This design comes from an exercise in tuning for small area on the open sky130 flow, not from production work.
RTL that was checked went through simulation tests only; none was proved equivalent to the original.
The RTL of run 1 was laid out without a check of its function.
Power is estimated from default activity; no workload was simulated.

==> design/flow/design.v <==
module cpu (
  input  logic       CLOCK,
  input  logic       RESET,
  input  logic [7:0] read_bus,
  output logic [3:0] ctrl_bus,
  output logic [7:0] addr_bus,
  output logic [7:0] write_bus,
  output logic [7:0] OUT
);
  localparam logic [3:0] F0     = 4'd0;   
  localparam logic [3:0] F1     = 4'd1;   
  localparam logic [3:0] DEC    = 4'd2;   
  localparam logic [3:0] J1     = 4'd3;   
  localparam logic [3:0] J2     = 4'd14;  
  localparam logic [3:0] S_I    = 4'd4;   
  localparam logic [3:0] S_D    = 4'd5;   
  localparam logic [3:0] INC    = 4'd6;   
  localparam logic [3:0] DST0   = 4'd7;   
  localparam logic [3:0] X_I    = 4'd8;   
  localparam logic [3:0] X_D    = 4'd9;   
  localparam logic [3:0] WB0    = 4'd10;  
  localparam logic [3:0] WB1    = 4'd11;  
  localparam logic [3:0] WB_I   = 4'd12;  
  localparam logic [3:0] WB_INC = 4'd13;  
  logic [3:0] st, st_n;
  logic [7:0] opc, t, l, a, sp, ip;
  logic       fc, fz, fs, fo;
  logic is_add, is_cmp, is_arith, is_push, is_pop, is_stk, is_jmp, is_jcc, is_hlt;
  assign is_add   = (opc[7:6] == 2'b01);
  assign is_cmp   = (opc[7:6] == 2'b10);
  assign is_arith = is_add | is_cmp;
  assign is_push  = (opc[7:3] == 5'b11000);
  assign is_pop   = (opc[7:3] == 5'b11001);
  assign is_stk   = is_push | is_pop;
  assign is_jmp   = (opc == 8'b11010000);
  assign is_jcc   = (opc[7:4] == 4'b1110);
  assign is_hlt   = (opc[7:6] == 2'b11) & ~is_stk & ~is_jmp & ~is_jcc & (opc != 8'b11111110);
  logic [2:0] sm, dm;
  assign sm = is_pop ? 3'b101 : (is_jmp | is_jcc) ? 3'b011 : opc[2:0];
  assign dm = is_push ? 3'b101 : is_pop ? opc[2:0] : opc[5:3];
  logic cb, taken;
  always_comb begin
    case (opc[3:1])
      3'b000:  cb = fo;
      3'b001:  cb = fc;
      3'b010:  cb = fz;
      3'b011:  cb = fc | fz;
      3'b100:  cb = fs;
      3'b101:  cb = ~opc[0];
      3'b110:  cb = fs ^ fo;
      default: cb = fz | (fs ^ fo);
    endcase
    taken = is_jmp | (cb ^ opc[0]);
  end
  logic xa, xsp, xip, xd, yt, inv, cin;
  logic [7:0] x, y, r;
  logic [8:0] c;
  assign x = ({8{xa}} & a) | ({8{xsp}} & sp) | ({8{xip}} & ip) | ({8{xd}} & read_bus);
  assign y = ({8{yt}} & t) ^ {8{inv}};
  always_comb begin
    c[0] = cin;
    for (int i = 0; i < 8; i++) begin
      r[i]   = x[i] ^ y[i] ^ c[i];
      c[i+1] = (x[i] & y[i]) | (x[i] & c[i]) | (y[i] & c[i]);
    end
  end
  logic ld_opc, ld_ip, ld_t, ld_l, clr_l, ld_f, ld_a, ld_sp_r, ld_sp_l, we;
  always_comb begin
    xa = 1'b0; xsp = 1'b0; xip = 1'b0; xd = 1'b0;
    yt = 1'b0; inv = 1'b0; cin = 1'b0;
    ld_opc = 1'b0; ld_ip = 1'b0; ld_t = 1'b0; ld_l = 1'b0; clr_l = 1'b0;
    ld_f = 1'b0; ld_a = 1'b0; ld_sp_r = 1'b0; ld_sp_l = 1'b0; we = 1'b0;
    st_n = F0;
    case (st)
      F0: begin
        xip = 1'b1;
        st_n = F1;
      end
      F1: begin
        xip = 1'b1; cin = ~is_hlt; ld_ip = 1'b1; ld_opc = 1'b1;
        st_n = DEC;
      end
      DEC: begin
        if (is_jmp | is_jcc) begin
          clr_l = 1'b1; xip = 1'b1;
          st_n = J1;
        end else if (~is_arith & (opc[7:6] != 2'b00) & ~is_stk) begin
          clr_l = 1'b1;   
          st_n = F0;
        end else begin
          case (sm[1:0])
            2'b00: begin
              xa = ~sm[2]; xsp = sm[2]; ld_t = 1'b1; ld_l = ~is_arith;
              st_n = is_arith ? DST0 : is_stk ? WB0 : WB1;
            end
            2'b01: begin
              xa = ~sm[2]; xsp = sm[2];
              st_n = S_D;
            end
            2'b10: begin
              xip = 1'b1;
              st_n = S_I;
            end
            default: begin
              xip = 1'b1;
              st_n = S_D;
            end
          endcase
        end
      end
      J1: begin
        xd = 1'b1; ld_t = 1'b1;
        st_n = J2;
      end
      J2: begin
        xip = 1'b1; yt = taken; cin = 1'b1; ld_ip = 1'b1;
        st_n = F0;
      end
      S_I: begin
        xd = 1'b1;
        st_n = S_D;
      end
      S_D: begin
        xd = 1'b1; ld_t = 1'b1; ld_l = ~is_arith;
        st_n = sm[1] ? INC : is_arith ? DST0 : is_stk ? WB0 : WB1;
      end
      INC: begin
        xip = 1'b1; cin = 1'b1; ld_ip = 1'b1;
        st_n = is_arith ? DST0 : is_stk ? WB0 : WB1;
      end
      DST0: begin
        case (dm[1:0])
          2'b00: begin
            xa = ~dm[2]; xsp = dm[2]; yt = 1'b1; inv = is_cmp; cin = is_cmp;
            ld_f = 1'b1; ld_l = ~is_cmp;
            st_n = WB1;
          end
          2'b01: begin
            xa = ~dm[2]; xsp = dm[2];
            st_n = X_D;
          end
          2'b10: begin
            xip = 1'b1;
            st_n = X_I;
          end
          default: begin
            yt = 1'b1; inv = is_cmp; cin = is_cmp;
            ld_f = 1'b1; ld_l = ~is_cmp;
            st_n = F0;
          end
        endcase
      end
      X_I: begin
        xd = 1'b1;
        st_n = X_D;
      end
      X_D: begin
        xd = 1'b1; yt = 1'b1; inv = is_cmp; cin = is_cmp;
        ld_f = 1'b1; ld_l = ~is_cmp;
        st_n = WB1;
      end
      WB0: begin
        xsp = 1'b1; inv = is_push; cin = is_pop; ld_sp_r = 1'b1;
        st_n = WB1;
      end
      WB1: begin
        case (dm[1:0])
          2'b00: begin
            ld_a = ~dm[2]; ld_sp_l = dm[2];
            st_n = F0;
          end
          2'b01: begin
            xsp = 1'b1; we = dm[2];
            st_n = F0;
          end
          2'b10: begin
            xip = 1'b1;
            st_n = WB_I;
          end
          default: st_n = F0;
        endcase
      end
      WB_I: begin
        xd = 1'b1; we = 1'b1;
        st_n = WB_INC;
      end
      WB_INC: begin
        xip = 1'b1; cin = 1'b1; ld_ip = 1'b1;
        st_n = F0;
      end
      default: st_n = F0;
    endcase
  end
  logic nc, nz, ns, no;
  assign nc = c[8] & (is_add | (|t));
  assign nz = ~|r;
  assign ns = r[7];
  assign no = ~x[7] & ~y[7] & r[7];
  always_ff @(posedge CLOCK) begin
    if (RESET) begin
      st <= F0;
      ip <= 8'd0;
      a  <= 8'd0;
      sp <= 8'h80;
      l  <= 8'd0;
      fc <= 1'b0; fz <= 1'b0; fs <= 1'b0; fo <= 1'b0;
      opc[7] <= 1'b0;
    end else begin
      st <= st_n;
      if (ld_ip) ip <= r;
      if (ld_a) a <= l;
      if (ld_sp_r) sp <= r;
      else if (ld_sp_l) sp <= l;
      if (clr_l) l <= 8'd0;
      else if (ld_l) l <= r;
      if (ld_f) begin
        fc <= nc; fz <= nz; fs <= ns; fo <= no;
      end
      if (ld_opc) opc[7] <= read_bus[7];
    end
  end
  always_ff @(posedge CLOCK) begin
    if (ld_opc) opc[6:0] <= read_bus[6:0];
    if (ld_t) t <= r;
  end
  assign addr_bus  = x;
  assign write_bus = l;
  assign ctrl_bus  = {2'b00, we, 1'b0};
  assign OUT       = a;
endmodule
==> design/flow/run.sh <==
#!/bin/bash
# synth_recipe.tcl (not shown) runs the flow's synth.tcl, then flattens the netlist and writes it again
# the make line also repeats each setting of config.mk as NAME=value (left out here)
make -C /OpenROAD-flow-scripts/flow DESIGN_CONFIG=/design/flow/config.mk WORK_HOME=/design/flow/orfs CLKGATE_MAP_FILE= SYNTH_SCRIPT=/design/flow/synth_recipe.tcl finish
==> design/flow/config.mk <==
export PLATFORM = sky130hd
export DESIGN_NAME = cpu
export DESIGN_NICKNAME = cpu
export VERILOG_FILES = /design/flow/design.v
export SDC_FILE = /design/flow/constraint.sdc
export NUM_CORES = 4
export LEC_CHECK = 0
export ABC_AREA = 1
export CAP_MARGIN = 20
export CORE_MARGIN = 2
export CORE_UTILIZATION = 40
export SLEW_MARGIN = 20
==> design/flow/constraint.sdc <==
create_clock -name core_clock -period 5.0 [get_ports {CLOCK}]
set_input_delay 1.0000 -clock core_clock [delete_from_list [all_inputs] [get_ports {CLOCK}]]
set_output_delay 1.0000 -clock core_clock [all_outputs]
set_load 0.01 [all_outputs]
==> key figures, run 1 <==
Outcome
  • Status: failed layout checks
  • Failing Checks: setup timing

Floorplanning
  • Initial cell density of the core: 41.59%
  • Die H: 99.69 um
  • Die ar.: 9937 um^2
  • FP Rows: 34
  • Core Area: 8806 um^2
  • Die width: 99.69 um
  • I/O pins: 38

Yosys
  • Post-Syn Instances: 496
  • Register area share after synthesis: 34.71%
  • Post-synth top flop: dfxtp_1
  • Distinct cells, synth: 44
  • Synth Cell Area: 3662 um^2
  • Asr flop ratio synth: 0%
  • Yosys reg bits: 56
  • Syn_area_per_cell: 7.384 um^2
  • Warnings, synthesis: 1
  • EDFF count, synth: 15

STA
  • Final WS setup: -465.7 ps
  • RSZ-0062 raised after global routing: yes
  • Final Max Tran Viols: 0
  • Clk_skew: 10.09 ps
  • Tmin final: 5466 ps
  • Rel. slew slack: 47.63%
  • Final period util: 109.3%
  • Achievable Freq: 183.0 MHz
  • Slew @ Worst Pin: 783.1 ps
  • Endpoints failing setup: 10
  • Final Hold Viols: 0

Route
  • Drt drc: 0
  • DR iter-0 viols: 232
  • DR pass1 iterations: 4
  • ANT nets after route: 0
  • Routed WL: 10670 um
  • Vias: 3551
  • Vias per Instance: 5.051
  • DR WL/cell: 15.18 um

Power and ir drop
  • Pint: 1.379 mW
  • Maximum VDD drop: 0.0002303 V
  • Sequential cell fraction of total power: 27.1%
  • Clock power frac: 10.0%
  • Sw Share: 45.65%
  • Power per cell area: 533.7 nW/um^2
  • Pleak: 2.019 nW
  • Sw power: 1.159 mW
  • Total power: 2.538 mW
  • Comb pwr share: 62.9%

Hold path
  • Cells on Worst Hold Path: 2
  • Min-delay worst type: register to register
  • Hold path startpoint: ip[7]$_SDFFE_PP0P_
  • Hold EP: ip[7]$_SDFFE_PP0P_

Critical path
  • CP Capture Type: register
  • Startpoint Class: register
  • CP required: 5180 ps
  • Crit Path Max Fanout: 4
  • Critical path type: register to register
  • Reg-to-Reg Start: opc[4]$_DFFE_PP_
  • Arrival time worst endpoint: 5640 ps
  • Reg2reg path depth: 25
  • RR Endpoint: sp[7]$_SDFFE_PP1P_
  • Flop2flop setup slack: -470 ps

Placement
  • I/O Buffers: 34
  • Dpl hpwl: 8603 um
  • RePlAce Congestion: 0.8793

CTS
  • Clk root buf: clkbuf_8
  • CTS tree: built
  • Post-CTS Hold Buffers: 0
  • Clk pin slew, worst setup/hold paths: 100 ps
  • TritonCTS Sinks: 56
  • Clock latency (worst-skew pair): 310 ps
  • CTS H-tree depth: 2
  • Clk buf depth: 2
  • CTS buffer count: 5

Final layout
  • Fill cells: 863
  • Layout Nets: 621
  • Diodes inserted: 0
  • Area Growth Syn to Fin: 29.86%
  • Layout cells sized above 1: 23.53%
  • Util after Layout: 54.01%

Global route
  • GR Overflow Total: 0
  • Largest net degree at the start of global routing: 20
  • Vias in the first global route: 3410
  • Global-route wire length before repair: 17370 um
  • Gr usage total: 22.38%
  • Initial antenna violation count: 0

Run
  • Max_cap viols: 0
[cell type report]
cell class | count | area [um^2] | area share [%]
Clock buffer | 5 | 68.82 | 1.447
Tap cell | 108 | 135.1 | 2.841
Timing Repair Buffer | 105 | 877.1 | 18.44
Inverter | 62 | 240.2 | 5.051
Multi-Input combinational cell | 364 | 2143 | 45.07
Sequential cell | 56 | 1271 | 26.73
Clock inverter | 3 | 20.02 | 0.4209
[how the worst max path moves through the flow]
stage / from / to / slack [ps] / depth (start not counted)
5_1_grt: opc[4]$_DFFE_PP_ / fz$_SDFFE_PP0P_ / -730 / 25
3_3_place_gp: opc[5]$_DFFE_PP_ / fz$_SDFFE_PP0P_ / -360 / 24
2_1_floorplan: opc[5]$_DFFE_PP_ / fz$_SDFFE_PP0P_ / -600 / 26
6_report: opc[4]$_DFFE_PP_ / sp[7]$_SDFFE_PP1P_ / -470 / 25
4_1_cts: opc[4]$_DFFE_PP_ / fz$_SDFFE_PP0P_ / -420 / 25
3_5_place_dp: opc[4]$_DFFE_PP_ / fz$_SDFFE_PP0P_ / -480 / 25
[registers in the layout, summed over array words and instances, names as in the netlist]
| signal | flops |
|---|---|
| fz | 1 |
| fc | 1 |
| a | 8 |
| fs | 1 |
| ip | 8 |
| sp | 8 |
| opc | 8 |
| l | 8 |
| t | 8 |
| fo | 1 |
| st | 4 |
[metrics by stage]
stage / cells / worst slack, ps / instance area, um^2 / TNS (ps) / hold WS (ps)
2_1_floorplan: 498 / -596.9 / 3722 / -3810 / 430.1
3_3_place_gp: 686 / -357.2 / 4563 / -2164 / 447.5
3_5_place_dp: 686 / -478.4 / 4563 / -3082 / 455.0
4_1_cts: 699 / -422.4 / 4702 / -2765 / 473.1
5_1_grt: 703 / -731.8 / 4756 / -5275 / 501.3
6_report: 703 / -465.7 / 4756 / -2734 / 482.3
[worst max-delay path, stage by stage, from the launching register on]
cell and delay, ps:
edfxtp_1 410, inv_2 90, nand4_4 140, nor2_4 150, clkinv_4 70, o21ai_4 150, inv_2 70, ha_4 270
a21oi_4 70, buf_4 170, o21ai_2 170, inv_2 60, nand2_1 70, nand2_1 70, fa_2 370, fa_2 350
fa_2 340, fa_2 350, fa_2 350, fa_2 350, fa_2 340, inv_2 60, fa_2 450, buf_4 160
o211ai_1 160, nand3_1 80
[cells by family (layout without fill, tap and decap cells)]
group                      Yosys count  after routing  share of synthesized area [%]
buffers and inverters               78            175                          9.190
and+or+nand+nor                    251            251                          32.49
AOI/OAI and AO/OA                   93             93                          16.06
other                                1              3                         0.1024
adders and majority gates           17             17                          7.448
DFF                                 56             56                          34.71
[timing repair]
action                     CTS  global route
buffers inserted             5             4
setup endpoints to repair   11            12
pin swaps                    7             5
resized for setup            5             8
[power groups by stage]
stage	sequential [mW]	clock [mW]	combinational [mW]
6_report	0.687	0.254	1.60
5_1_grt	0.700	0.279	1.76
4_1_cts	0.686	0.260	1.56
3_5_place_dp	0.694	0	1.53
3_3_place_gp	0.692	0	1.52
2_1_floorplan	0.681	0	0.911
[placed cells by master (no fill, tap or decap), types with 9 or more instances in the layout]
| cell type | count |
|---|---|
| nand2_1 | 120 |
| buf_4 | 70 |
| inv_1 | 46 |
| nor2_1 | 41 |
| dfxtp_1 | 41 |
| nand3_1 | 39 |
| a21oi_1 | 34 |
| clkdlybuf4s50_1 | 34 |
| o21ai_0 | 22 |
| edfxtp_1 | 15 |
| inv_2 | 13 |
| nand4_1 | 13 |
| a31oi_1 | 9 |
[synthesized netlist by cell type (3+ instances only)]
master    number  area share (%)
nor4_1         5            0.85
nor2_1        43             4.4
a21oi_4        5             2.2
nand3b_1       8             1.6
o21ai_0       26             3.6
ha_1           9             3.1
nand3_2        3            0.82
dfxtp_1       41              22
clkbuf_1       4            0.41
inv_1         50             5.1
a21boi_0       8             1.6
buf_2          5            0.68
nand4_1       13             2.2
nand3_1       39             5.3
nand2_2        6             1.0
nand2_1      122              13
inv_2          9            0.92
buf_4          5             1.0
fa_1           8             4.4
a211oi_1       3            0.61
a21oi_1       35             4.8
a31oi_1        9             1.5
edfxtp_1      15              12
[routing by layer]
layer | share of wire, % | GRT usage, % | vias to the layer above | wire [um]
met5 | 0 | 0 | - | 0
met4 | 2.0 | 6.006 | 0 | 214
met3 | 4.9 | 3.584 | 14 | 518
met2 | 44 | 34.46 | 76 | 4663
met1 | 49 | 32.69 | 1624 | 5273
li1 | - | - | 1837 | -
==> run 2, diff against run 1 <==
--- a/design/flow/design.v
+++ b/design/flow/design.v
@@ -11,7 +11,6 @@
   localparam logic [3:0] F1     = 4'd1;   
   localparam logic [3:0] DEC    = 4'd2;   
   localparam logic [3:0] J1     = 4'd3;   
-  localparam logic [3:0] J2     = 4'd14;  
   localparam logic [3:0] S_I    = 4'd4;   
   localparam logic [3:0] S_D    = 4'd5;   
   localparam logic [3:0] INC    = 4'd6;   
@@ -52,11 +51,11 @@
     endcase
     taken = is_jmp | (cb ^ opc[0]);
   end
-  logic xa, xsp, xip, xd, yt, inv, cin;
+  logic xa, xsp, xip, xd, yt, yd, inv, cin;
   logic [7:0] x, y, r;
   logic [8:0] c;
   assign x = ({8{xa}} & a) | ({8{xsp}} & sp) | ({8{xip}} & ip) | ({8{xd}} & read_bus);
-  assign y = ({8{yt}} & t) ^ {8{inv}};
+  assign y = (({8{yt}} & t) | ({8{yd}} & read_bus)) ^ {8{inv}};
   always_comb begin
     c[0] = cin;
     for (int i = 0; i < 8; i++) begin
@@ -67,7 +66,7 @@
   logic ld_opc, ld_ip, ld_t, ld_l, clr_l, ld_f, ld_a, ld_sp_r, ld_sp_l, we;
   always_comb begin
     xa = 1'b0; xsp = 1'b0; xip = 1'b0; xd = 1'b0;
-    yt = 1'b0; inv = 1'b0; cin = 1'b0;
+    yt = 1'b0; yd = 1'b0; inv = 1'b0; cin = 1'b0;
     ld_opc = 1'b0; ld_ip = 1'b0; ld_t = 1'b0; ld_l = 1'b0; clr_l = 1'b0;
     ld_f = 1'b0; ld_a = 1'b0; ld_sp_r = 1'b0; ld_sp_l = 1'b0; we = 1'b0;
     st_n = F0;
@@ -109,11 +108,7 @@
         end
       end
       J1: begin
-        xd = 1'b1; ld_t = 1'b1;
-        st_n = J2;
-      end
-      J2: begin
-        xip = 1'b1; yt = taken; cin = 1'b1; ld_ip = 1'b1;
+        xip = 1'b1; yd = taken; cin = 1'b1; ld_ip = 1'b1;
         st_n = F0;
       end
       S_I: begin
@@ -223,7 +218,7 @@
     if (ld_opc) opc[6:0] <= read_bus[6:0];
     if (ld_t) t <= r;
   end
-  assign addr_bus  = x;
+  assign addr_bus  = r;
   assign write_bus = l;
   assign ctrl_bus  = {2'b00, we, 1'b0};
   assign OUT       = a;
--- a/design/flow/config.mk
+++ b/design/flow/config.mk
@@ -5,7 +5,6 @@
 export SDC_FILE = /design/flow/constraint.sdc
 export NUM_CORES = 4
 export LEC_CHECK = 0
-export ABC_AREA = 1
 export CAP_MARGIN = 20
 export CORE_MARGIN = 2
 export CORE_UTILIZATION = 40
==> run 2 against run 1 <==
Against the previous run: still fails the layout checks on setup timing; largest power group unchanged; clock power hardly changed; fmax is 17% lower; critical path type is now register to primary output; design area is 5.3% higher; synthesized area is 0.89% higher.
==> key figures, run 2 <==
Outcome
  • Status: failed layout checks
  • Failing Checks: setup timing

Placement
  • I/O Buffers: 34 (unchanged)
  • Placed cell area: 4742 um^2 (+3.9%)
  • Dpl hpwl: 8686 um (+0.97%)
  • Setup Slack @ Placement: -1643 ps (-1165 ps)
  • Placed cell count: 628 (-8.5%)
  • RePlAce Congestion: 0.9141 (+4.0%)

Final layout
  • Fill cells: 850 (-1.5%)
  • Diodes inserted: 0 (unchanged)
  • Most common cell after layout, fill and taps aside: buf_4
  • Design Area, Final: 5010 um^2 (+5.3%)
  • Area Growth Syn to Fin: 35.59%
  • Most frequent cells in the layout: buf_4 (93), nor2_1 (49), dfxtp_1 (41)
  • Non-filler cells, final: 644 (-8.4%)
  • Util after Layout: 55.00% (+0.99 points)
  • Layout Nets: 559 (-10%)
  • Layout cells sized above 1: 30.77% (+7.2 points)

Hold path
  • Cells on Worst Hold Path: 2 (unchanged)
  • Hold EP: fc$_SDFFE_PP0P_
  • Hold path startpoint: fc$_SDFFE_PP0P_
  • Min-delay worst type: register to register

Yosys
  • Most area-hungry cell type in the Yosys netlist: dfxtp_1
  • Commonest cells in the netlist: nor2_1 (52), dfxtp_1 (41), nand2_1 (33)
  • Yosys reg bits: 56 (unchanged)
  • Warnings, synthesis: 1 (unchanged)
  • EDFF count, synth: 15 (unchanged)
  • Distinct cells, synth: 69 (+57%)
  • Asr flop ratio synth: 0% (unchanged)
  • Register area share after synthesis: 34.41% (-0.31 points)
  • Post-Syn Instances: 421 (-15%)
  • Combinational family with the most area after synthesis: compound AO/OA/AOI/OAI gates
  • Syn_area_per_cell: 8.776 um^2 (+19%)
  • Synth Cell Area: 3695 um^2 (+0.89%)
  • Leading post-synthesis cells by cell area: dfxtp_1 (22%), edfxtp_1 (12%), mux2i_1 (7.3%)
  • XOR/XNOR Fraction of Synth Area: 0.2370% (+0.24 points)
  • Post-synthesis mux area share: 7.619% (+7.6 points)
  • Synth Area in Simple Gates: 19.88% (-13 points)
  • Most frequent cell after synthesis: nor2_1
  • Post-synth top flop: dfxtp_1
  • Synth Area in Compound Gates: 23.43% (+7.4 points)
  • Synth Area in Adders: 7.382% (-0.066 points)
  • Yosys top cell area share: 22.21% (-0.20 points)

Critical path
  • Slowest Stage Delay on Critical Path: 600 ps (+150 ps)
  • Worst path most repeated cell: fa_2
  • Critical path cell sequence: and4bb_4, nor2_1, or2_4, ha_4, and4bb_2, nor2_4, nor2_4, a22o_1, a221oi_2, a211o_1, fa_2, fa_2, inv_2, fa_2, fa_2, fa_2, fa_2, fa_2, fa_2, buf_6
  • Arrival time worst endpoint: 5560 ps (-80 ps)
  • CP required: 4000 ps (-1180 ps)
  • Crit Path Max Fanout: 6 (+2)
  • Critical path type: register to primary output
  • Reg-to-Reg Start: opc[4]$_DFFE_PP_
  • Reg2reg path depth: 24 (-4.0%)
  • Flop2flop setup slack: -1020 ps (-550 ps)
  • Startpoint Class: register
  • CP Capture Type: primary output
  • RR Endpoint: sp[7]$_SDFFE_PP1P_
  • Critical-path top delay cell: fa_2

Route
  • DR pass1 iterations: 5 (+1)
  • ANT nets after route: 0 (unchanged)
  • Drt drc: 0 (unchanged)
  • DR iter-0 viols: 230 (-0.86%)
  • Vias: 3559 (+0.23%)
  • DR WL/cell: 17.35 um (+14%)
  • Vias per Instance: 5.526 (+9.4%)
  • Routed WL: 11180 um (+4.7%)

Global route
  • Gr usage total: 22.92% (+0.53 points)
  • Global-route wire length before repair: 18040 um (+3.8%)
  • GR Overflow Total: 0 (unchanged)
  • Largest net degree at the start of global routing: 31 (+55%)
  • Initial antenna violation count: 0 (unchanged)
  • Vias in the first global route: 3453 (+1.3%)

STA
  • Tmin final: 6559 ps (+1093 ps)
  • Achievable Freq: 152.5 MHz (-17%)
  • Final period util: 131.2% (+22 points)
  • Final Hold Viols: 0 (unchanged)
  • Rel. slew slack: 58.62% (+11 points)
  • Final WS setup: -1559 ps (-1093 ps)
  • Slew @ Worst Pin: 614.2 ps (-168.9 ps)
  • Final Max Tran Viols: 0 (unchanged)
  • Endpoints failing setup: 18 (+8)
  • Clk_skew: 10.15 ps (+0.06640 ps)
  • RSZ-0062 raised after global routing: yes
  • Final hold slack: 483.6 ps (+1.262 ps)
  • Setup TNS: -10580 ps (-7845 ps)

Power and ir drop
  • Comb pwr share: 48.0% (-15 points)
  • Maximum VDD drop: 0.0001533 V (-33%)
  • Power per cell area: 305.2 nW/um^2 (-43%)
  • Pleak: 1.976 nW (-2.1%)
  • Clock power frac: 16.7% (+6.7 points)
  • Sequential cell fraction of total power: 35.3% (+8.2 points)
  • Sw power: 0.5605 mW (-52%)
  • Total power: 1.529 mW (-40%)
  • Sw Share: 36.66% (-9.0 points)
  • Pint: 0.9683 mW (-30%)

CTS
  • TritonCTS Sinks: 56 (unchanged)
  • CTS H-tree depth: 2 (unchanged)
  • Post-CTS Hold Buffers: 0 (unchanged)
  • Clk buf depth: 2 (unchanged)
  • Clk pin slew, worst setup/hold paths: 100 ps (about the same)
  • Clock latency (worst-skew pair): 310 ps (about the same)
  • Clk root buf: clkbuf_8
  • CTS buffer count: 5 (unchanged)
  • CTS tree: built

Floorplanning
  • Die H: 100.1 um (+0.43%)
  • FP Rows: 35 (+2.9%)
  • Initial cell density of the core: 40.56% (-1.0 points)
  • Die ar.: 10020 um^2 (+0.85%)
  • Core Area: 9109 um^2 (+3.4%)
  • Die width: 100.1 um (+0.43%)
  • I/O pins: 38 (unchanged)

Run
  • Max_cap viols: 0 (unchanged)
[run 2: cell types whose count changed after synthesis, moves of 8 or more]
cell	before	now
nor2_1	43	52
nand2_1	122	33
inv_2	9	0
a221oi_1	1	11
mux2i_1	0	27
nand3_1	39	7
inv_1	50	25
a21oi_1	35	22
nand3b_1	8	0
nand4_1	13	2
[run 2: cells by family after synthesis]
kind of cell	count (synthesis)
XOR/XNOR	1
other	1
flip-flops	56
multiplexers	28
adder cells (fa/ha/maj)	17
AO/OA/AOI/OAI	118
buffers and inverters	55
AND/OR/NAND/NOR	145
[run 2: power groups by stage]
stage          sequential, mW  clock (mW)  combinational, mW
2_1_floorplan           0.541           0              0.359
3_3_place_gp            0.547           0              0.670
3_5_place_dp            0.547           0              0.671
4_1_cts                 0.537       0.263              0.680
5_1_grt                 0.543       0.283              0.797
6_report                0.539       0.256              0.734
[run 2: final cells by class]
class	instances	area, um^2	share of cell area, %
Multi-Input combinational cell	312	2313	46.18
Tap cell	111	138.9	2.772
Timing Repair Buffer	132	1106	22.08
Sequential cell	56	1271	25.37
Clock buffer	6	72.57	1.449
Inverter	25	93.84	1.873
Clock inverter	2	13.76	0.2747
[run 2: what timing repair did]
action	CTS	global route
setup buffers	2	6
endpoints found under the setup margin	20	27
pin swaps	7	5
resized for setup	18	46
[run 2: layer usage]
layer	routed length (um)	track usage, %
met4	156	4.004
met3	608	4.248
met2	5070	35.97
met1	5340	33.46
met5	0	0
[run 2: worst max path at each step]
stage	startpoint	end	depth (start not counted)
2_1_floorplan	opc[5]$_DFFE_PP_	addr_bus[7]	21
3_3_place_gp	opc[5]$_DFFE_PP_	addr_bus[7]	21
3_5_place_dp	opc[5]$_DFFE_PP_	addr_bus[7]	21
4_1_cts	opc[4]$_DFFE_PP_	addr_bus[7]	20
5_1_grt	opc[4]$_DFFE_PP_	addr_bus[7]	20
6_report	opc[4]$_DFFE_PP_	addr_bus[7]	20
[run 2: critical path: cells and delay by family, from the launching register on]
kind	cells	cell delay, ps
buffers and inverters	2	160
AOI/OAI and AO/OA	3	590
adders and majority gates	9	2980
and+or+nand+nor	6	1110
DFF	1	410
==> run 3, diff against run 2 <==
--- a/design/flow/design.v
+++ b/design/flow/design.v
@@ -11,6 +11,7 @@
   localparam logic [3:0] F1     = 4'd1;   
   localparam logic [3:0] DEC    = 4'd2;   
   localparam logic [3:0] J1     = 4'd3;   
+  localparam logic [3:0] J2     = 4'd14;  
   localparam logic [3:0] S_I    = 4'd4;   
   localparam logic [3:0] S_D    = 4'd5;   
   localparam logic [3:0] INC    = 4'd6;   
@@ -51,22 +52,28 @@
     endcase
     taken = is_jmp | (cb ^ opc[0]);
   end
-  logic xa, xsp, xip, xd, yt, yd, inv, cin;
+  logic xa, xsp, xip, xd, yt, inv, cin;
   logic [7:0] x, y, r;
   logic [8:0] c;
   assign x = ({8{xa}} & a) | ({8{xsp}} & sp) | ({8{xip}} & ip) | ({8{xd}} & read_bus);
-  assign y = (({8{yt}} & t) | ({8{yd}} & read_bus)) ^ {8{inv}};
+  assign y = ({8{yt}} & t) ^ {8{inv}};
+  logic [7:0] p, g;
+  assign p = x ^ y;
+  assign g = x & y;
   always_comb begin
     c[0] = cin;
     for (int i = 0; i < 8; i++) begin
-      r[i]   = x[i] ^ y[i] ^ c[i];
-      c[i+1] = (x[i] & y[i]) | (x[i] & c[i]) | (y[i] & c[i]);
+      if (i == 4)
+        c[4] = g[3] | (p[3] & g[2]) | (p[3] & p[2] & g[1]) | (p[3] & p[2] & p[1] & g[0])
+             | (p[3] & p[2] & p[1] & p[0] & cin);
+      r[i]   = p[i] ^ c[i];
+      if (i != 3) c[i+1] = g[i] | (p[i] & c[i]);
     end
   end
   logic ld_opc, ld_ip, ld_t, ld_l, clr_l, ld_f, ld_a, ld_sp_r, ld_sp_l, we;
   always_comb begin
     xa = 1'b0; xsp = 1'b0; xip = 1'b0; xd = 1'b0;
-    yt = 1'b0; yd = 1'b0; inv = 1'b0; cin = 1'b0;
+    yt = 1'b0; inv = 1'b0; cin = 1'b0;
     ld_opc = 1'b0; ld_ip = 1'b0; ld_t = 1'b0; ld_l = 1'b0; clr_l = 1'b0;
     ld_f = 1'b0; ld_a = 1'b0; ld_sp_r = 1'b0; ld_sp_l = 1'b0; we = 1'b0;
     st_n = F0;
@@ -108,7 +115,11 @@
         end
       end
       J1: begin
-        xip = 1'b1; yd = taken; cin = 1'b1; ld_ip = 1'b1;
+        xd = 1'b1; ld_t = 1'b1;
+        st_n = J2;
+      end
+      J2: begin
+        xip = 1'b1; yt = taken; cin = 1'b1; ld_ip = 1'b1;
         st_n = F0;
       end
       S_I: begin
@@ -123,15 +134,15 @@
         xip = 1'b1; cin = 1'b1; ld_ip = 1'b1;
         st_n = is_arith ? DST0 : is_stk ? WB0 : WB1;
       end
-      DST0: begin
-        case (dm[1:0])
+      DST0: begin   
+        case (opc[4:3])
           2'b00: begin
-            xa = ~dm[2]; xsp = dm[2]; yt = 1'b1; inv = is_cmp; cin = is_cmp;
-            ld_f = 1'b1; ld_l = ~is_cmp;
+            xa = ~opc[5]; xsp = opc[5]; yt = 1'b1; inv = opc[7]; cin = opc[7];
+            ld_f = 1'b1; ld_l = ~opc[7];
             st_n = WB1;
           end
           2'b01: begin
-            xa = ~dm[2]; xsp = dm[2];
+            xa = ~opc[5]; xsp = opc[5];
             st_n = X_D;
           end
           2'b10: begin
@@ -139,8 +150,8 @@
             st_n = X_I;
           end
           default: begin
-            yt = 1'b1; inv = is_cmp; cin = is_cmp;
-            ld_f = 1'b1; ld_l = ~is_cmp;
+            yt = 1'b1; inv = opc[7]; cin = opc[7];
+            ld_f = 1'b1; ld_l = ~opc[7];
             st_n = F0;
           end
         endcase
@@ -150,12 +161,12 @@
         st_n = X_D;
       end
       X_D: begin
-        xd = 1'b1; yt = 1'b1; inv = is_cmp; cin = is_cmp;
-        ld_f = 1'b1; ld_l = ~is_cmp;
+        xd = 1'b1; yt = 1'b1; inv = opc[7]; cin = opc[7];
+        ld_f = 1'b1; ld_l = ~opc[7];
         st_n = WB1;
       end
       WB0: begin
-        xsp = 1'b1; inv = is_push; cin = is_pop; ld_sp_r = 1'b1;
+        xsp = 1'b1; inv = ~opc[3]; cin = opc[3]; ld_sp_r = 1'b1;   
         st_n = WB1;
       end
       WB1: begin
@@ -187,7 +198,7 @@
     endcase
   end
   logic nc, nz, ns, no;
-  assign nc = c[8] & (is_add | (|t));
+  assign nc = c[8] & (~opc[7] | (|t));
   assign nz = ~|r;
   assign ns = r[7];
   assign no = ~x[7] & ~y[7] & r[7];
@@ -218,7 +229,7 @@
     if (ld_opc) opc[6:0] <= read_bus[6:0];
     if (ld_t) t <= r;
   end
-  assign addr_bus  = r;
+  assign addr_bus  = x;
   assign write_bus = l;
   assign ctrl_bus  = {2'b00, we, 1'b0};
   assign OUT       = a;
--- a/design/flow/config.mk
+++ b/design/flow/config.mk
@@ -5,6 +5,7 @@
 export SDC_FILE = /design/flow/constraint.sdc
 export NUM_CORES = 4
 export LEC_CHECK = 0
+export ABC_AREA = 1
 export CAP_MARGIN = 20
 export CORE_MARGIN = 2
 export CORE_UTILIZATION = 40
==> run 3 against run 2 <==
Against the previous run: the run now finishes clean; sequential cell count stayed put; total power is 74% higher; sequential power is 31% higher; register-to-register slack better by 1100 ps; routed wire length is 3.0% higher; worst setup slack better by 1700 ps; combinational power is 130% higher; synthesized cell count is 20% higher; fmax is 35% higher; clock power is 9.4% higher; worst hold slack better by 7.3 ps.
==> key figures, run 3 <==
Outcome
  • Status: no timing/DRC/antenna violations

Power and ir drop
  • Sw Share: 46.41% (+9.7 points)
  • Sw power: 1.236 mW (+120%)
  • Clock power frac: 10.5% (-6.2 points)
  • Comb pwr share: 62.9% (+15 points)
  • Pleak: 2.155 nW (+9.1%)
  • Pint: 1.428 mW (+47%)
  • Sequential cell fraction of total power: 26.6% (-8.7 points)
  • Maximum VDD drop: 0.0004122 V (+170%)
  • Power per cell area: 558.2 nW/um^2 (+83%)
  • Total power: 2.664 mW (+74%)

CTS
  • CTS H-tree depth: 2 (unchanged)
  • Clk pin slew, worst setup/hold paths: 120 ps (+20 ps)
  • TritonCTS Sinks: 56 (unchanged)
  • CTS buffer count: 5 (unchanged)
  • Clk buf depth: 2 (unchanged)
  • Post-CTS Hold Buffers: 0 (unchanged)
  • CTS tree: built
  • Clk root buf: clkbuf_8
  • Clock latency (worst-skew pair): 330 ps (+20 ps)

Final layout
  • Most frequent cells in the layout: nand2_1 (98), buf_4 (55), inv_1 (53)
  • Multi-input gate area: 2233 um^2 (-3.5%)
  • Most common cell after layout, fill and taps aside: nand2_1
  • Area Growth Syn to Fin: 33.54%
  • Register area: 1271 um^2 (unchanged)
  • Layout Nets: 621 (+11%)
  • Layout cells sized above 1: 24.41% (-6.4 points)
  • Util after Layout: 54.99% (about the same)
  • Fill cells: 846 (-0.47%)
  • Diodes inserted: 0 (unchanged)

STA
  • Endpoints failing setup: 0 (-18)
  • RSZ-0062 raised after global routing: yes
  • Clk_skew: 12.46 ps (+2.300 ps)
  • Achievable Freq: 205.1 MHz (+35%)
  • Slew @ Worst Pin: 748.5 ps (+134.3 ps)
  • Tmin final: 4875 ps (-1684 ps)
  • Final period util: 97.50% (-34 points)
  • Final Hold Viols: 0 (unchanged)
  • Final Max Tran Viols: 0 (unchanged)
  • Rel. slew slack: 50.05% (-8.6 points)

Floorplanning
  • Die width: 98.52 um (-1.6%)
  • Die ar.: 9705 um^2 (-3.2%)
  • Die H: 98.52 um (-1.6%)
  • FP Rows: 34 (-2.9%)
  • I/O pins: 38 (unchanged)
  • Initial cell density of the core: 41.18% (+0.61 points)
  • Core Area: 8678 um^2 (-4.7%)

Placement
  • Dpl hpwl: 8666 um (-0.23%)
  • I/O Buffers: 34 (unchanged)
  • RePlAce Congestion: 0.9256 (+1.3%)

Critical path
  • CP startpoint: opc[3]$_DFFE_PP_
  • Worst path most repeated cell: nand2_1
  • Arrival time worst endpoint: 5060 ps (-500 ps)
  • RR Endpoint: sp[7]$_SDFFE_PP1P_
  • CP Capture Type: register
  • Crit Path Max Fanout: 5 (-1)
  • Worst Setup EP: sp[7]$_SDFFE_PP1P_
  • Slowest Stage Delay on Critical Path: 500 ps (-100 ps)
  • Startpoint Class: register
  • Reg-to-Reg Start: opc[3]$_DFFE_PP_
  • Reg2reg path depth: 27 (+13%)
  • Critical-path top delay cell: edfxtp_1
  • Flop2flop setup slack: 120 ps (+1140 ps)
  • Buf/Inv on CP: 6 (+4)
  • Cell family with most CP delay: adder cells
  • Stages on worst setup path: 27 (+35%)
  • Critical path type: register to register
  • CP required: 5190 ps (+1190 ps)

Route
  • DR WL/cell: 16.40 um (-5.5%)
  • Vias: 3733 (+4.9%)
  • DR pass1 iterations: 5 (unchanged)
  • ANT nets after route: 0 (unchanged)
  • Drt drc: 0 (unchanged)
  • DR iter-0 viols: 233 (+1.3%)
  • Routed WL: 11520 um (+3.0%)
  • Vias per Instance: 5.318 (-3.8%)

Yosys
  • Synth Cell Area: 3573 um^2 (-3.3%)
  • Asr flop ratio synth: 0% (unchanged)
  • Yosys reg bits: 56 (unchanged)
  • Post-synth top flop: dfxtp_1
  • Register area share after synthesis: 35.57% (+1.2 points)
  • Warnings, synthesis: 1 (unchanged)
  • Distinct cells, synth: 37 (-46%)
  • Leading post-synthesis cells by cell area: dfxtp_1 (23%), edfxtp_1 (13%), nand2_1 (11%)
  • Yosys top cell area share: 22.97% (+0.75 points)
  • Commonest cells in the netlist: nand2_1 (109), inv_1 (56), nor2_1 (50)
  • Most frequent cell after synthesis: nand2_1
  • Post-Syn Instances: 507 (+20%)
  • EDFF count, synth: 15 (unchanged)
  • Most area-hungry cell type in the Yosys netlist: dfxtp_1
  • Syn_area_per_cell: 7.048 um^2 (-20%)

Global route
  • Initial antenna violation count: 0 (unchanged)
  • Gr usage total: 22.58% (-0.33 points)
  • GR Overflow Total: 0 (unchanged)
  • Global-route wire length before repair: 17170 um (-4.8%)
  • Vias in the first global route: 3398 (-1.6%)
  • Largest net degree at the start of global routing: 28 (-9.7%)

Hold path
  • Cells on Worst Hold Path: 2 (unchanged)
  • Min-delay worst type: register to register

Run
  • Max_cap viols: 0 (unchanged)
run 3: worst register-to-register path, cell delays in order, from the launching register on:
cell and delay (ps):
edfxtp_1 500, inv_2 100, ha_1 180, nand2_2 80
a21oi_2 220, nor2_4 80, nor2_4 100, buf_4 130
nand3_2 100, nand2_4 130, a21oi_2 70, nand3_2 110
ha_4 210, nand2_1 60, inv_1 60, nand2_1 80
inv_1 60, a221oi_2 250, nand2_1 120, fa_2 380
fa_2 370, fa_2 380, fa_1 490, buf_4 170
inv_1 80, nand2_1 60, o211ai_1 90, nand3_1 90
run 3: cells by family after synthesis:
group	share of synthesized area [%]
AOI/OAI and AO/OA	14.85
xor gates and xnor gates	0.2451
adders and majority gates	7.773
buffers and inverters	9.629
DFF	35.57
other	0.1049
and+or+nand+nor	31.83
run 3: cell type report:
class | instances | area share, %
well taps | 108 | 2.832
multi-input cells | 370 | 46.80
clock inverters | 3 | 0.6030
repair buffers | 91 | 16.26
clock buffers | 5 | 1.442
inverters | 69 | 5.427
flip-flops and latches | 56 | 26.64
run 3: per-stage QoR:
stage | worst slack [ps] | cells | cell area, um^2 | setup TNS, ps | hold WS (ps)
6_report | 124.8 | 702 | 4772 | 0 | 490.8
5_1_grt | -61.19 | 702 | 4772 | -95.59 | 530.8
4_1_cts | 5.869 | 683 | 4370 | 0 | 499.9
3_5_place_dp | -64.76 | 675 | 4264 | -95.68 | 470.7
3_3_place_gp | 26.43 | 675 | 4264 | 0 | 458.8
2_1_floorplan | 110.9 | 509 | 3581 | 0 | 442.4
run 3: per-layer routing:
metal / vias to the layer above / track usage (%) / wire length [um]
met5: - / 0 / 0
met4: 0 / 8.008 / 324
met3: 29 / 2.624 / 535
met2: 134 / 37.94 / 5542
met1: 1726 / 30.16 / 5112
li1: 1844 / - / -
run 3: worst min path at each step:
stage,end,startpoint,slack (ps)
floorplan,sp[7]$_SDFFE_PP1P_,sp[7]$_SDFFE_PP1P_,440
global placement,sp[7]$_SDFFE_PP1P_,sp[7]$_SDFFE_PP1P_,460
detailed placement,sp[7]$_SDFFE_PP1P_,sp[7]$_SDFFE_PP1P_,470
CTS,a[0]$_SDFFE_PP0P_,a[0]$_SDFFE_PP0P_,500
global route,a[0]$_SDFFE_PP0P_,a[0]$_SDFFE_PP0P_,530
finish,sp[7]$_SDFFE_PP1P_,sp[7]$_SDFFE_PP1P_,490
run 3: repair_timing:
action / CTS / global route
gates cloned: 0 / 1
pin swaps: 0 / 32
setup endpoints to repair: 3 / 8
setup buffers: 0 / 18
resized for setup: 3 / 58
run 3: power groups by stage:
| stage | clock [mW] | sequential [mW] | combinational (mW) |
|---|---|---|---|
| 3_5_place_dp | 0 | 0.712 | 1.45 |
| 3_3_place_gp | 0 | 0.711 | 1.44 |
| 6_report | 0.280 | 0.707 | 1.68 |
| 2_1_floorplan | 0 | 0.710 | 0.825 |
| 4_1_cts | 0.288 | 0.703 | 1.46 |
| 5_1_grt | 0.304 | 0.724 | 1.83 |

[static timing again, ports no longer ideal]
In the flow no input, the clock included, has a driving cell. The finished layouts below were timed again as built, in two steps. Step 1: set_driving_cell puts a clkbuf_16 on CLOCK and a buf_2 on each other input, an assumption about the parent block. Step 2 also shifts input and output timing later by t, the mid clock arrival at the registers, as if the neighbouring blocks saw the same clock. Slacks: no drivers / after step 1 / after step 2; pairs: no drivers / after step 1.
| run | t (ns) | slack for setup (ns) | latest minus earliest clock arrival (ns) | worst register clock-pin slew, ns | pins driven straight from the clock port |
|---|---|---|---|---|---|
| run 1 | 0.341 | -0.466 / -0.466 / -0.466 | 0.011 / 0.011 | 0.11 / 0.11 | 1 |
| run 2 | 0.334 | -1.559 / -1.587 / -1.253 | 0.010 / 0.010 | 0.11 / 0.11 | 1 |
| run 3 | 0.357 | 0.125 / 0.125 / -0.030 | 0.012 / 0.012 | 0.12 / 0.12 | 1 |
With both steps, setup timing fails in run 3, where it was met with ideal ports. For run 3, which loses most, drivers alone change the setup slack by 0.000 ns; drivers and shift together by -0.155 ns.
